What follows belongs to an exercise in optimizing a design on an open flow for small area and a short achievable clock period; a production flow would make more cautious choices.
At most, simulation tests tie the RTL to the original design; equivalence was not proved.
The clock port is modelled as an ideal driver; clocking choices that lean on that would not hold on a real chip.
No activity file was given, so power comes from the tool's default toggle rates.

## build 98
## execute
module execute(
    input clk,
    input [1:0] ctlwb_in, ctlm_in,
    input [31:0] npc, rdata1, rdata2, s_extend,
    input [4:0] instr_2016, instr_1511,
    input [1:0] alu_op,
    input [5:0] funct,
    input alusrc, regdst,
    output reg [1:0] ctlwb_out, ctlm_out,
    output reg [31:0] adder_out, alu_result_out, rdata2_out,
    output reg [4:0] muxout_out
);
Size: ~110 flip-flops, ~260 I/O pins, ~6400 µm² of cells after synthesis.
clock: 3.6 ns
lec_check: 0
cap_margin: 20
core_margin: 2
core_utilization: 40
gpl_timing_driven: 0
setup_slack_margin: 1.2
slew_margin: 20
tns_end_percent: 0
standard.sh (not shown) runs the stock make flow with config.mk's settings and CLKGATE_MAP_FILE= SYNTH_SCRIPT=/design/flow/synth_recipe.tcl, a recipe that flattens the netlist after the stock synthesis.
==> flow/flow/run.sh <==
#!/bin/bash
# The standard layout (standard.sh) with: synthesis through flow/synth.tcl
# (ABC mapping script flow/abc.script, no full/half-adder cell extraction),
# and plain buf_1 cells as the port buffers.
set -euo pipefail
cd "$(dirname "$0")/.."
export MY_ABC_SCRIPT=$PWD/flow/abc.script
bash standard.sh SYNTH_SCRIPT=$PWD/flow/synth.tcl ADDER_MAP_FILE= BUFFER_PORTS_ARGS="-buffer_cell sky130_fd_sc_hd__buf_1" POST_CTS_TCL=$PWD/flow/post_cts.tcl finish > standard.log 2>&1
==> flow/flow/abc.script <==
strash
dch -f
map -D 1600
topo
buffer -c
upsize -c
dnsize -c
==> flow/flow/post_cts.tcl <==
# Extra setup repair after CTS, without the footprint restriction, aimed at
# the worst path only.
estimate_parasitics -placement
repair_timing -setup -setup_margin 1.6 -repair_tns 0 -max_passes 200 -verbose
detailed_placement
check_placement -verbose
==> flow/flow/synth.tcl <==
# The standard synthesis (synth_recipe.tcl), with ABC's mapping script
# replaced by flow/abc.script (delay-driven mapping).
proc synth {args} { yosys synth -nofsm -noshare {*}$args }
proc abc {args} {
  set i [lsearch $args -script]
  if {$i >= 0} { lset args [expr {$i+1}] $::env(MY_ABC_SCRIPT) }
  yosys abc {*}$args
}
source $::env(SCRIPTS_DIR)/synth.tcl
# left out here: clear keep_hierarchy, flatten, clean up, hide names made inside functions, write 1_2_yosys.v
Changes in build 81 relative to build 98:
Settings: CORE_UTILIZATION changed from 40 to 60; PLACE_DENSITY newly set to 0.8.
--- a/flow/flow/run.sh
+++ b/flow/flow/run.sh
@@ -8 +8 @@
-bash standard.sh SYNTH_SCRIPT=$PWD/flow/synth.tcl ADDER_MAP_FILE= BUFFER_PORTS_ARGS="-buffer_cell sky130_fd_sc_hd__buf_1" POST_CTS_TCL=$PWD/flow/post_cts.tcl finish > standard.log 2>&1
+bash standard.sh SYNTH_SCRIPT=$PWD/flow/synth.tcl ADDER_MAP_FILE= BUFFER_PORTS_ARGS="-buffer_cell sky130_fd_sc_hd__buf_1"  finish > standard.log 2>&1
removed: flow/flow/post_cts.tcl
Findings:
- sky130_fd_sc_hd__o21a_1 as the worst-path cell with the longest stage delay was reported by build 81, and sky130_fd_sc_hd__a2111oi_4 by build 98.
- Build 81: starting density of the core is 21 points higher than what build 98 reported.
- HPWL reported at the end of detailed placement: build 81 vs build 98 down 710 µm
- Measured against each other, build 81 and build 98 differ in die area, the lower figure coming from build 81.
Input-level comparison between build 2 and build 81:
Settings: removing PLACE_DENSITY (formerly 0.8); changing SETUP_SLACK_MARGIN from 1.2 to 0.6; changing CORE_UTILIZATION from 60 to 40.
--- a/flow/flow/run.sh
+++ b/flow/flow/run.sh
@@ -8 +8 @@
-bash standard.sh SYNTH_SCRIPT=$PWD/flow/synth.tcl ADDER_MAP_FILE= BUFFER_PORTS_ARGS="-buffer_cell sky130_fd_sc_hd__buf_1"  finish > standard.log 2>&1
+bash standard.sh SYNTH_SCRIPT=$PWD/flow/synth.tcl ADDER_MAP_FILE= BUFFER_PORTS_ARGS="-buffer_cell sky130_fd_sc_hd__buf_1" MATCH_CELL_FOOTPRINT=0 finish > standard.log 2>&1
--- outcome ---
- Comparing build 81 and build 2, the lower utilization of the core after routing was measured on build 2.
- In the flow results for build 81 and build 2, the wire length of the first global-routing pass is smaller on build 2.
- Re multi-input combinational area share: build 81 and build 2 aren't equal, and the higher value belongs to build 81.
- Comparing build 81 and build 2, number of antenna violations at the first check in global routing is lower on build 2.
- Net count of the finished layout down 1.7% in build 2 wrt build 81
- Re instance count on the critical path: build 2 is 6 down on build 81.
- In build 2 the mean routed wirelength per cell turned out about 10% lower than in build 81.

========
execute, a different RTL version from the one above (not shown whole).
Size: ~870 cells after synthesis, roughly 260 I/O pins, about 0.0073 mm2 of cells after synthesis.
export LEC_CHECK = 0
export CAP_MARGIN = 20
export CORE_MARGIN = 2
export CORE_UTILIZATION = 40
export GPL_TIMING_DRIVEN = 0
export SLEW_MARGIN = 20
create_clock -name core_clock -period 3.6 [get_ports {clk}]
==> flow/flow/run.sh <==
#!/bin/bash
set -euo pipefail
cd "$(dirname "$0")/.."
bash standard.sh BUFFER_PORTS_ARGS="-buffer_cell sky130_fd_sc_hd__buf_1" finish > standard.log 2>&1
==> next run, changes <==
==> flow/run.sh (new file) <==
#!/bin/bash
# synth_recipe.tcl (not shown) runs the flow's synth.tcl, then flattens the netlist and writes it again
# the make line also repeats each setting of config.mk as NAME=value (left out here)
make -C /OpenROAD-flow-scripts/flow DESIGN_CONFIG=/design/flow/config.mk WORK_HOME=/design/flow/orfs CLKGATE_MAP_FILE= SYNTH_SCRIPT=/design/flow/synth_recipe.tcl finish
ABC_CLOCK_PERIOD_IN_PS = 1500   (was default)
removed: flow/flow/run.sh
removed: flow/standard.sh
=> Power is higher by 11%; final area is higher by about 20%; routed wire length is higher by 8.8%; non-clock buffer count is higher by 15.
==> next run, changes <==
==> flow/flow/run.sh (new file) <==
#!/bin/bash
set -euo pipefail
cd "$(dirname "$0")/.."
bash standard.sh BUFFER_PORTS_ARGS="-buffer_cell sky130_fd_sc_hd__buf_1"  finish > standard.log 2>&1
==> flow/standard.sh (new file) <==
#!/bin/bash
# synth_recipe.tcl (not shown) runs the flow's synth.tcl, then flattens the netlist and writes it again
# the make line also repeats each setting of config.mk as NAME=value (left out here)
make -C /OpenROAD-flow-scripts/flow DESIGN_CONFIG=/design/flow/config.mk WORK_HOME=/design/flow/orfs CLKGATE_MAP_FILE= SYNTH_SCRIPT=/design/flow/synth_recipe.tcl "${@:-finish}"
ABC_CLOCK_PERIOD_IN_PS = default   (was 1500)
SETUP_SLACK_MARGIN = 1.2   (was default)
removed: flow/run.sh
After rerunning: Combinational power increases by about 10%; power increases by 3.7%; non-clock buffer count increases by 62; synthesized area stays the same.
==> next run, changes <==
==> flow/run.sh (new file) <==
#!/bin/bash
# synth_recipe.tcl (not shown) runs the flow's synth.tcl, then flattens the netlist and writes it again
# the make line also repeats each setting of config.mk as NAME=value (left out here)
make -C /OpenROAD-flow-scripts/flow DESIGN_CONFIG=/design/flow/config.mk WORK_HOME=/design/flow/orfs CLKGATE_MAP_FILE= SYNTH_SCRIPT=/design/flow/synth_recipe.tcl finish
ABC_CLOCK_PERIOD_IN_PS = 1500   (was default)
SETUP_SLACK_MARGIN = 1.5   (was 1.2)
removed: flow/flow/run.sh
removed: flow/standard.sh
Result: Worst setup slack is worse by 0.012 ns. Clock power goes up by about 4%. Routed wire length goes up by 6.0%. Via count goes up by 3.2%. Synthesized area stays the same.
Function was not checked in any run of this note: the RTL went through the layout flow alone.

========
## the baseline
The RTL this note starts from:
==> flow/design.v <==
`timescale 1ns / 1ps
module execute(
    input clk,
    input [1:0] ctlwb_in, ctlm_in,
    input [31:0] npc, rdata1, rdata2, s_extend,
    input [4:0] instr_2016, instr_1511,
    input [1:0] alu_op,
    input [5:0] funct,
    input alusrc, regdst,
    output reg [1:0] ctlwb_out, ctlm_out,
    output reg [31:0] adder_out, alu_result_out, rdata2_out,
    output reg [4:0] muxout_out
);
    wire rtype    = (alu_op == 2'b10);
    wire f_add    = rtype & (funct == 6'b100000);
    wire f_sub    = rtype & (funct == 6'b100010);
    wire op_and   = rtype & (funct == 6'b100100);
    wire op_or    = rtype & (funct == 6'b100101);
    wire op_slt   = rtype & (funct == 6'b101010);
    wire op_arith = (alu_op == 2'b00) | (alu_op == 2'b01) | f_add | f_sub;
    wire sub      = alu_op[0] | (alu_op[1] & funct[1]);
    wire [31:0] ax = rdata1 ^ {32{sub}};
    wire [31:0] b  = alusrc ? s_extend : rdata2;
    wire [31:0] ag = ax & b;
    wire [31:0] at = ax | b;
    wire [31:0] ah = ax ^ b;
    reg [31:0] g, t;
    integer i, j;
    always @(*) begin
        g = ag;
        t = at;
        for (i = 0; i < 5; i = i + 1)
            for (j = (2 << i) - 1; j < 32; j = j + (2 << i)) begin
                g[j] = g[j] | (t[j] & g[j - (1 << i)]);
                t[j] = t[j] & t[j - (1 << i)];
            end
        for (i = 3; i >= 0; i = i - 1)
            for (j = (3 << i) - 1; j < 32; j = j + (2 << i)) begin
                g[j] = g[j] | (t[j] & g[j - (1 << i)]);
                t[j] = t[j] & t[j - (1 << i)];
            end
    end
    wire [31:0] c  = {g[30:0], 1'b0};
    wire        lt = g[31];
    wire [31:0] hs  = ah ^ {32{sub}};
    wire [31:0] lg  = ({32{op_and}} & ag) | ({32{op_or}} & at);
    wire [31:0] r0  = ({32{op_arith}} & hs) | lg;
    wire [31:0] r1  = ({32{op_arith}} & ~hs) | lg;
    wire [31:0] alu_result = (c & r1) | (~c & r0) | {31'b0, op_slt & lt};
    wire [31:0] bg0 = npc & s_extend;
    wire [31:0] bp0 = npc ^ s_extend;
    reg  [31:0] bg, bp;
    integer l, k;
    always @(*) begin
        bg = bg0;
        bp = bp0;
        for (l = 0; l < 5; l = l + 1)
            for (k = (2 << l) - 1; k < 32; k = k + (2 << l)) begin
                bg[k] = bg[k] | (bp[k] & bg[k - (1 << l)]);
                bp[k] = bp[k] & bp[k - (1 << l)];
            end
        for (l = 3; l >= 0; l = l - 1)
            for (k = (3 << l) - 1; k < 32; k = k + (2 << l)) begin
                bg[k] = bg[k] | (bp[k] & bg[k - (1 << l)]);
                bp[k] = bp[k] & bp[k - (1 << l)];
            end
    end
    wire [31:0] branch = bp0 ^ {bg[30:0], 1'b0};
    always @(posedge clk) begin
        ctlwb_out      <= ctlwb_in;
        ctlm_out       <= ctlm_in;
        adder_out      <= branch;
        alu_result_out <= alu_result;
        rdata2_out     <= rdata2;
        muxout_out     <= regdst ? instr_1511 : instr_2016;
    end
endmodule
clock: 3.6 ns
lec_check: 0
cap_margin: 20
core_margin: 2
core_utilization: 40
gpl_timing_driven: 0
slew_margin: 20
==> flow/flow/run.sh <==
#!/bin/bash
# The standard layout (standard.sh) with: synthesis through flow/synth.tcl
# (ABC mapping script flow/abc.script, no full/half-adder cell extraction),
# and plain buf_1 cells as the port buffers.
set -euo pipefail
cd "$(dirname "$0")/.."
export MY_ABC_SCRIPT=$PWD/flow/abc.script
bash standard.sh SYNTH_SCRIPT=$PWD/flow/synth.tcl ADDER_MAP_FILE= BUFFER_PORTS_ARGS="-buffer_cell sky130_fd_sc_hd__buf_1" MATCH_CELL_FOOTPRINT=0 finish > standard.log 2>&1
==> flow/flow/abc.script <==
strash
dch -f
amap
topo
buffer -c
upsize -c
dnsize -c
Scripts as last shown in full above: flow/flow/synth.tcl
diff inputs: the baseline => the candidate
--- a/flow/flow/run.sh
+++ b/flow/flow/run.sh
@@ -7,2 +7,2 @@
 export MY_ABC_SCRIPT=$PWD/flow/abc.script
-bash standard.sh SYNTH_SCRIPT=$PWD/flow/synth.tcl ADDER_MAP_FILE= BUFFER_PORTS_ARGS="-buffer_cell sky130_fd_sc_hd__buf_1" MATCH_CELL_FOOTPRINT=0 finish > standard.log 2>&1
+bash standard.sh SYNTH_SCRIPT=$PWD/flow/synth.tcl ADDER_MAP_FILE= BUFFER_PORTS_ARGS="-buffer_cell sky130_fd_sc_hd__buf_1"  finish > standard.log 2>&1
==> flow/flow/abc.script <==
strash
dch -f
map -D 1600
topo
buffer -c
upsize -c
dnsize -c
--- a/flow/config.mk
+++ b/flow/config.mk
@@ -10,3 +10,6 @@
 export CORE_UTILIZATION = 40
+export CTS_BUF_LIST = sky130_fd_sc_hd__clkbuf_4 sky130_fd_sc_hd__clkbuf_8
 export GPL_TIMING_DRIVEN = 0
+export SETUP_SLACK_MARGIN = 1.2
 export SLEW_MARGIN = 20
+export TNS_END_PERCENT = 0
Notes after the runs:
Proportion of final cell area spent on non-clock buffers is lower on the candidate. On global-route wire length before repair, the baseline beats the candidate. Taking the baseline as 1.0, the candidate lands at 0.948 on non-clock buffer total of the final layout. Of the candidate and the baseline, the run reporting the higher cell area after layout was the candidate.

==> separate check: timing with driven ports <==
The results above use ideal ports. As a check the final layouts listed here were re-extracted and re-timed, cells and wires unchanged.
Step 1 sets driving cells, clkbuf_16 on the clock port and buf_2 on the other inputs (assumed; they add their load-dependent delay and slew).
Step 2 moves the port delays by t, midway between the first and last clock arrival at a register: inputs arrive t later, outputs are due t later. That takes back most of the time a late clock gives input paths.
Three values: no drivers, after step 1, after step 2; two values: the first two.
| run | t (ns) | setup WS [ns] | worst slew at a driven data input, ns |
|---|---|---|---|
| build 98 | 0.393 | 0.991 / 1.007 / 0.614 | 0.07 |
| build 81 | 0.411 | 0.879 / 0.886 / 0.475 | 0.10 |
| build 2 | 0.390 | 0.808 / 0.804 / 0.414 | 0.06 |
| the first run of note 2 | 0.400 | 0.118 / 0.136 / -0.263 | 0.08 |
| the second run of note 2 | 0.393 | 0.112 / 0.136 / -0.256 | 0.06 |
| the third run of note 2 | 0.399 | 0.311 / 0.308 / -0.091 | 0.07 |
| the fourth run of note 2 | 0.404 | 0.299 / 0.301 / -0.103 | 0.06 |
| the baseline | 0.398 | 0.088 / 0.102 / -0.296 | 0.07 |
| the candidate | 0.426 | 0.976 / 0.975 / 0.549 | 0.06 |
Met with ideal ports but missed after step 2: setup timing in 5 of these runs. The setup slack of the candidate, which loses most, moves by -0.001 ns with the drivers and by -0.427 ns with both steps.
